What follows belongs to an exercise in optimizing a design on an open flow for small area; a production flow would make more cautious choices. Function was checked by simulation only, so behaviour that the tests miss may differ from the original. Power is estimated from default activity; no workload was simulated.

== job 8155 ==
==> flow/design.v <==
module checkers_top (
    input             clk,
    input             rst_n,
    input             draw_n,
    input             submit_n,
    input      [3:0]  sw,
    output     [6:0]  hex0,
    output     [6:0]  hex1,
    output     [6:0]  hex2,
    output     [6:0]  hex3,
    output     [9:0]  ledr,
    output     [14:0] fb_addr,
    output     [23:0] fb_data,
    output            fb_we
);
reg turn;         
assign hex0 = {1'b1, turn, turn, turn, 2'b00, turn};
assign hex1 = 7'b1000000;
assign hex2 = 7'b1000000;
assign hex3 = 7'b1111111;
reg F;
reg [4:0] cl;
reg [12:0] ch;
reg [2:0] y2h;
reg win;          
reg pw;           
wire pressed = !submit_n;
wire [3:0] x1 = ch[3:0];
wire [3:0] y1 = ch[7:4];
wire [3:0] x2 = ch[11:8];
wire [3:0] y2 = {y2h, ch[12]};
reg s_e, s_p, s_k, t_e;
wire [2:0] sr = y1[2:0] + {2'b00, x1[3]};
wire [4:0] sb = {sr, x1[2:1]};
wire sdark = x1[0] ^ sr[0];
wire [2:0] tr = y2[2:0] + {2'b00, x2[3]};
wire [4:0] tb = {tr, x2[2:1]};
wire tdark = x2[0] ^ tr[0];
wire ok1 = sdark & ~s_e & tdark & t_e;
wire mine = s_p ^ turn;
wire [4:0] dx = {1'b0, x1} - {1'b0, x2};
wire [4:0] dy = {1'b0, y1} - {1'b0, y2};
wire d1 = ((dx == 5'd1) | (dx == 5'd31)) & ((dy == 5'd1) | (dy == 5'd31));
wire d2 = ((dx == 5'd2) | (dx == 5'd30)) & ((dy == 5'd2) | (dy == 5'd30));
wire [4:0] xsum = x1 + x2;
wire [4:0] ysum = y1 + y2;
wire [3:0] xm = xsum[4:1];
wire [3:0] ym = ysum[4:1];
wire [2:0] mr = ym[2:0] + {2'b00, xm[3]};
wire [4:0] mb = {mr, xm[2:1]};
wire mdark = xm[0] ^ mr[0];
wire mclr = d2 & mdark;
wire king = (tr == 3'd0) | ((tr == 3'd7) & (x2[2:0] != 3'd0));
wire valid = ok1 & mine & (d1 | d2);
wire P = s_p;
wire K = s_k | king;
wire c_sel = (cl >= 5'd2) & (cl <= 5'd10);
wire c_end = F & (&{ch[12], ch[9], ch[6], ch[4], ~cl[4], cl[3], cl[1], cl[0]});   
wire upd = !F & (cl == 5'd23);
wire up = F;
wire [4:0] off = !ok1 ? 5'd20 : !mine ? 5'd19 : d1 ? 5'd16 : d2 ? 5'd15 : 5'd18;
always @(posedge clk or negedge rst_n) begin
    if (!rst_n) begin
        F <= 1'b0;
        cl <= 5'd0;
        win <= 1'b0;
        pw <= 1'b0;
        turn <= 1'b1;
    end else begin
        if (F) begin
            if (c_end) begin
                F <= 1'b0;
                cl <= 5'd0;
            end else
                cl <= cl + 5'd1;
            if (&cl) begin
                win <= 1'b0;
                pw <= 1'b0;
            end
        end else if (cl == 5'd24) begin
            F <= 1'b1;
            cl <= 5'd25;
        end else if (cl == 5'd14)
            cl <= off;
        else if (!c_sel || (cl[0] == pressed))
            cl <= cl + 5'd1;
        if (upd) begin
            win <= 1'b1;
            pw <= valid;
            if (valid) turn <= ~turn;
        end
    end
end
always @(posedge clk) begin
    if (F) begin
        if (&cl) ch <= win ? 13'd1 : ch + 13'd1;
    end else begin
        if (cl == 5'd3) ch[3:0] <= sw;
        if (cl == 5'd5) ch[7:4] <= sw;
        if (cl == 5'd7) ch[11:8] <= sw;
        if (cl == 5'd9) {y2h, ch[12]} <= sw;
    end
end
reg [95:0] ring;
reg [2:0] ph;
reg ini;
always @(posedge clk or negedge rst_n) begin
    if (!rst_n) begin
        ph <= 3'd0;
        ini <= 1'b1;
    end else begin
        ph <= ph + 3'd1;
        if (ph == 3'd7) ini <= 1'b0;
    end
end
wire [11:0] r0 = ring[11:0];
wire [3:0] tdec = (pw && tr == ph) ? (4'b0001 << x2[2:1]) : 4'b0000;
wire [3:0] sdec = (pw && sr == ph) ? (4'b0001 << x1[2:1]) : 4'b0000;
wire [3:0] mdec = (pw && mclr && mr == ph) ? (4'b0001 << xm[2:1]) : 4'b0000;
wire [3:0] ie = ini ? {4{ph == 3'd3 || ph == 3'd4}} : (r0[3:0] & ~tdec) | sdec | mdec;
wire [3:0] ip = ini ? {4{ph >= 3'd5}} : (r0[7:4] & ~tdec) | (tdec & {4{P}});
wire [3:0] ik = ini ? 4'b0000 : (r0[11:8] & ~tdec) | (tdec & {4{K}});
always @(posedge clk)
    ring <= {ik, ip, ie, ring[95:12]};
wire dsc;
wire [4:0] rb;
wire [4:0] ra = dsc ? rb : (cl >= 5'd10) ? tb : sb;
wire [2:0] rpos = ra[4:2] - ph;
wire [11:0] rw = ring[rpos * 12 +: 12];
wire f_t = pw & (ra == tb);
wire f_s = pw & ((ra == sb) | (mclr & (ra == mb)));
wire r_e = ini ? (ra[4:2] == 3'd3 || ra[4:2] == 3'd4) : f_t ? 1'b0 : f_s ? 1'b1 : rw[ra[1:0]];
wire r_p = ini ? (ra[4:2] >= 3'd5) : f_t ? P : rw[4 + ra[1:0]];
wire r_k = ini ? 1'b0 : f_t ? K : rw[8 + ra[1:0]];
always @(posedge clk) begin
    if (!F && !dsc && cl >= 5'd6 && cl <= 5'd9) begin
        s_e <= r_e;
        s_p <= r_p;
        s_k <= r_k;
    end
    if (!F && !dsc && cl >= 5'd10 && cl <= 5'd13)
        t_e <= r_e;
end
localparam [3:0] D_SA = 4'd0, D_CI = 4'd1, D_CC = 4'd2, D_SC = 4'd3,
                 D_EW = 4'd4, D_W1 = 4'd5, D_W2 = 4'd6, D_W3 = 4'd7,
                 D_DW = 4'd8, D_IU = 4'd9, D_ST = 4'd10, D_S0 = 4'd11;
localparam [2:0] K_P1 = 3'd0, K_K1 = 3'd1, K_P2 = 3'd2, K_K2 = 3'd3,
                 K_E = 3'd4, K_W = 3'd7;
reg [3:0] ds;
reg [14:0] addr;
reg [3:0] s15;    
reg [2:0] yc;     
reg [3:0] m15;    
reg [2:0] xc;     
reg [2:0] colr;
reg [2:0] dat;
wire en = ~draw_n | up;
wire wrap = &{addr[13], addr[12], addr[11], addr[6], addr[0]};   
assign rb = {yc, xc[2:1]};
assign dsc = (ds == D_SC);
wire light = ~(xc[0] ^ yc[0]);
wire [2:0] cls = light ? K_W : r_e ? K_E : {1'b0, r_p, r_k};
always @(posedge clk or negedge rst_n) begin
    if (!rst_n) begin
        ds <= D_ST;
        addr <= 15'd0;
    end else begin
        case (ds)
            D_ST: ds <= D_S0;
            D_S0: ds <= D_CI;
            D_SA: ds <= D_CI;
            D_CI: ds <= D_CC;
            D_CC: ds <= D_SC;
            D_SC: ds <= en ? D_EW : D_IU;
            D_EW: ds <= D_W1;
            D_W1: ds <= D_W2;
            D_W2: ds <= D_W3;
            D_W3: ds <= D_DW;
            D_DW: ds <= D_IU;
            D_IU: ds <= D_SA;
            default: ds <= D_ST;
        endcase
        if (ds == D_SA) begin
            if (wrap)
                addr <= 15'd0;
            else
                addr <= addr + 15'd1;
        end
    end
end
always @(posedge clk) begin
        if (ds == D_ST || (ds == D_SA && wrap)) begin
                s15 <= 4'd0;
                yc <= 3'd0;
                m15 <= 4'd15;
                xc <= 3'd0;
        end else if (ds == D_SA) begin
            begin
                s15 <= (s15 == 4'd14) ? 4'd0 : s15 + 4'd1;
                if (s15 == 4'd14) yc <= yc + 3'd1;
                if (s15 == 4'd0 && yc == 3'd0) begin
                    m15 <= (m15 == 4'd14) ? 4'd0 : m15 + 4'd1;
                    if (m15 == 4'd14 && xc != 3'd7) xc <= xc + 3'd1;
                end
            end
        end
        if (ds == D_ST) colr <= K_E;
        if (ds == D_SC) colr <= cls;
end
always @(posedge clk) begin
    if (ds == D_CC) dat <= colr;
end
reg [23:0] rgb;
always @(*) begin
    case (dat)
        K_P1: rgb = 24'h98f5f9;
        K_K1: rgb = 24'h3f97fc;
        K_P2: rgb = 24'hfe5c5e;
        K_K2: rgb = 24'hd80305;
        K_E:  rgb = 24'h000000;
        default: rgb = 24'hffffff;
    endcase
end
assign fb_addr = addr;
assign ledr = addr[9:0];
assign fb_data = rgb;
assign fb_we = (ds == D_W1) | (ds == D_W2) | (ds == D_W3) | (ds == D_DW);
endmodule
clock: 10.0 ns
lec_check: 0
cap_margin: 20
core_margin: 2
core_utilization: 40
cts_buf_list: sky130_fd_sc_hd__clkbuf_4 sky130_fd_sc_hd__clkbuf_8
place_density: 0.6
slew_margin: 20
standard.sh (not shown) runs the stock make flow with config.mk's settings and CLKGATE_MAP_FILE= SYNTH_SCRIPT=/design/flow/synth_recipe.tcl, a recipe that flattens the netlist after the stock synthesis.
==> flow/flow/run.sh <==
#!/bin/bash
# Own layout flow: the standard layout (standard.sh) with two changes.
#  - Synthesis is the standard flow's (synth_recipe.tcl, unchanged) except that ABC maps the
#    logic with an area-oriented script (flow/abc_area.script) instead of
#    ORFS's, which buffers and upsizes for speed; registers are untouched.
#  - The port buffers that global placement adds are sky130_fd_sc_hd__buf_1.
# Each tool's full output stays in orfs/logs/; make's output goes to flow.log.
set -euo pipefail
W=$(pwd)
cat > "$W/area_synth.tcl" <<TCL
proc abc {args} {
  set i [lsearch -exact \$args -script]
  if {\$i >= 0} { lset args [expr {\$i + 1}] $W/flow/abc_area.script }
  yosys abc {*}\$args
}
source $W/synth_recipe.tcl
TCL
bash "$W/standard.sh" "SYNTH_SCRIPT=$W/area_synth.tcl" \
  "BUFFER_PORTS_ARGS=-buffer_cell sky130_fd_sc_hd__buf_1" finish > "$W/flow.log" 2>&1
==> flow/flow/abc_area.script <==
strash
&get -n
&fraig -x
&put
scorr
dc2
dretime
strash
&get -n
&dch -f
&nf -R 1000
&put
Job 8155: full flow OK, the timing, DRC and antenna checks passed
Input-level comparison between job 8863 and job 8155:
- CTS_CLUSTER_SIZE now 40, previously not set
- CTS_CLUSTER_DIAMETER now 100, previously not set
diff --git a/flow/flow/run.sh b/flow/flow/run.sh
--- a/flow/flow/run.sh
+++ b/flow/flow/run.sh
@@ -5,0 +6 @@
+#    Adders are left to ABC too (no ORFS adder cells), which maps them smaller.
@@ -6,0 +8 @@
+#  - Clock tree synthesis adds no dummy loads.
@@ -18,2 +20,3 @@
-bash "$W/standard.sh" "SYNTH_SCRIPT=$W/area_synth.tcl" \
-  "BUFFER_PORTS_ARGS=-buffer_cell sky130_fd_sc_hd__buf_1" finish > "$W/flow.log" 2>&1
+bash "$W/standard.sh" "SYNTH_SCRIPT=$W/area_synth.tcl" "ADDER_MAP_FILE=" \
+  "BUFFER_PORTS_ARGS=-buffer_cell sky130_fd_sc_hd__buf_1" \
+  "CTS_ARGS=-sink_clustering_enable -repair_clock_nets -dont_use_dummy_load -sink_clustering_size 40 -sink_clustering_max_diameter 100 -buf_list {sky130_fd_sc_hd__clkbuf_4 sky130_fd_sc_hd__clkbuf_8}" finish > "$W/flow.log" 2>&1
## What came out
- Slowest cell on the critical path: sky130_fd_sc_hd__fa_1 -> job 8155, sky130_fd_sc_hd__a22oi_1 -> job 8863
- Clock skew, job 8155 and job 8863: higher on job 8863
- Time the worst path needs with I/O delays and setup down 0.53 ns in job 8863 wrt job 8155
- Diff job 8155 -> job 8863: relative slew slack rose 10 points; logic depth of the worst register-to-register path went down by 2.
Setup changes, job 8863 to job 3314
- removing CTS_CLUSTER_DIAMETER (formerly 100)
- setting ABC_AREA to 1 for the first time
- removing CTS_CLUSTER_SIZE (formerly 40)
- removing CTS_BUF_LIST (formerly sky130_fd_sc_hd__clkbuf_4 sky130_fd_sc_hd__clkbuf_8)
==> flow/run.sh (new file) <==
#!/bin/bash
# synth_recipe.tcl (not shown) runs the flow's synth.tcl, then flattens the netlist and writes it again
# the make line also repeats each setting of config.mk as NAME=value (left out here)
make -C /OpenROAD-flow-scripts/flow DESIGN_CONFIG=/design/flow/config.mk WORK_HOME=/design/flow/orfs CLKGATE_MAP_FILE= SYNTH_SCRIPT=/design/flow/synth_recipe.tcl finish
removed: flow/flow/run.sh
removed: flow/flow/abc_area.script
removed: flow/standard.sh
- Re area of the die: job 8863 and job 3314 aren't equal, and the higher value belongs to job 3314.
- Share of the clock period used by the worst path down 0.26 points in job 3314 wrt job 8863
- Fraction of area in multi-input gates came out lower on job 3314 than on job 8863.
- Job 3314: post-layout total power is about 30% higher than what job 8863 reported.
- In job 3314, synthesized cell count is higher than in job 8863.
- The final cell count of job 3314 exceeds that of job 8863 by 396.
Inputs modified between job 3314 and job 3034:
- setting CTS_BUF_LIST to sky130_fd_sc_hd__clkbuf_4 sky130_fd_sc_hd__clkbuf_8 for the first time
- setting CTS_CLUSTER_SIZE to 40 for the first time
- setting CTS_CLUSTER_DIAMETER to 100 for the first time
- removing ABC_AREA (formerly 1)
==> flow/flow/run.sh (new file) <==
#!/bin/bash
# Own layout flow: the standard layout (standard.sh) with two changes.
#  - Synthesis is the standard flow's (synth_recipe.tcl, unchanged) except that ABC maps the
#    logic with an area-oriented script (flow/abc_area.script) instead of
#    ORFS's, which buffers and upsizes for speed; registers are untouched.
#    Adders are left to ABC too (no ORFS adder cells), which maps them smaller.
#  - The port buffers that global placement adds are sky130_fd_sc_hd__buf_1.
# Each tool's full output stays in orfs/logs/; make's output goes to flow.log.
set -euo pipefail
W=$(pwd)
cat > "$W/area_synth.tcl" <<TCL
proc abc {args} {
  set i [lsearch -exact \$args -script]
  if {\$i >= 0} { lset args [expr {\$i + 1}] $W/flow/abc_area.script }
  yosys abc {*}\$args
}
source $W/synth_recipe.tcl
TCL
bash "$W/standard.sh" "SYNTH_SCRIPT=$W/area_synth.tcl" "ADDER_MAP_FILE=" \
  "BUFFER_PORTS_ARGS=-buffer_cell sky130_fd_sc_hd__buf_1" finish > "$W/flow.log" 2>&1
==> flow/flow/abc_area.script (new file) <==
strash
&get -n
&fraig -x
&put
scorr
dc2
dretime
strash
&get -n
&dch -f
&nf -R 1000
&put
==> flow/standard.sh (new file) <==
#!/bin/bash
# synth_recipe.tcl (not shown) runs the flow's synth.tcl, then flattens the netlist and writes it again
# the make line also repeats each setting of config.mk as NAME=value (left out here)
make -C /OpenROAD-flow-scripts/flow DESIGN_CONFIG=/design/flow/config.mk WORK_HOME=/design/flow/orfs CLKGATE_MAP_FILE= SYNTH_SCRIPT=/design/flow/synth_recipe.tcl "${@:-finish}"
removed: flow/run.sh
Findings:
- Job 3034 does better than job 3314 on worst slew slack as a fraction of its limit.
- Lower critical path depth among job 3314 and job 3034: job 3034
- Per the comparison of job 3034 with job 3314, via count of the routed design decreased by 1736 relative to the old numbers, worst setup slack went down by 0.051 ns.
- Relative to job 3314, final design area excluding fillers has decreased by 17% in job 3034.
- Cmp job 3034 vs job 3314: post-layout minimum cycle time higher in job 3034
- Higher core footprint goes to job 3314 over job 3034.
- Between job 3034 and job 3314, it is job 3034 whose data required time of the worst path is higher, by 0.15 ns.
- In job 3034, hold slack is higher than in job 3314.

-- afterwards: timing with drivers on the ports --
The flow's constraints put no driver on any port. The routed layouts listed below were extracted and timed again, unchanged, in two steps. Step 1 assumes that a clkbuf_16 drives the clock port and a buf_2 every other input. Step 2, shift: input delay + t, output delay - t, t = (earliest + latest rising clock arrival at the registers) / 2. This alone moves slack from input paths to output paths. Slacks: ideal / step 1 / step 2; pairs: ideal / step 1.
run | t, ns | slack for setup (ns) | latest minus earliest clock arrival (ns)
job 8155 | 0.487 | 4.745 / 4.745 / 4.745 | 0.013 / 0.013
job 8863 | 0.485 | 5.276 / 5.276 / 5.276 | 0.029 / 0.029
job 3314 | 0.467 | 5.302 / 5.302 / 5.302 | 0.009 / 0.009
job 3034 | 0.496 | 5.251 / 5.251 / 5.251 | 0.011 / 0.010
After both steps setup and hold are still met in every run listed.
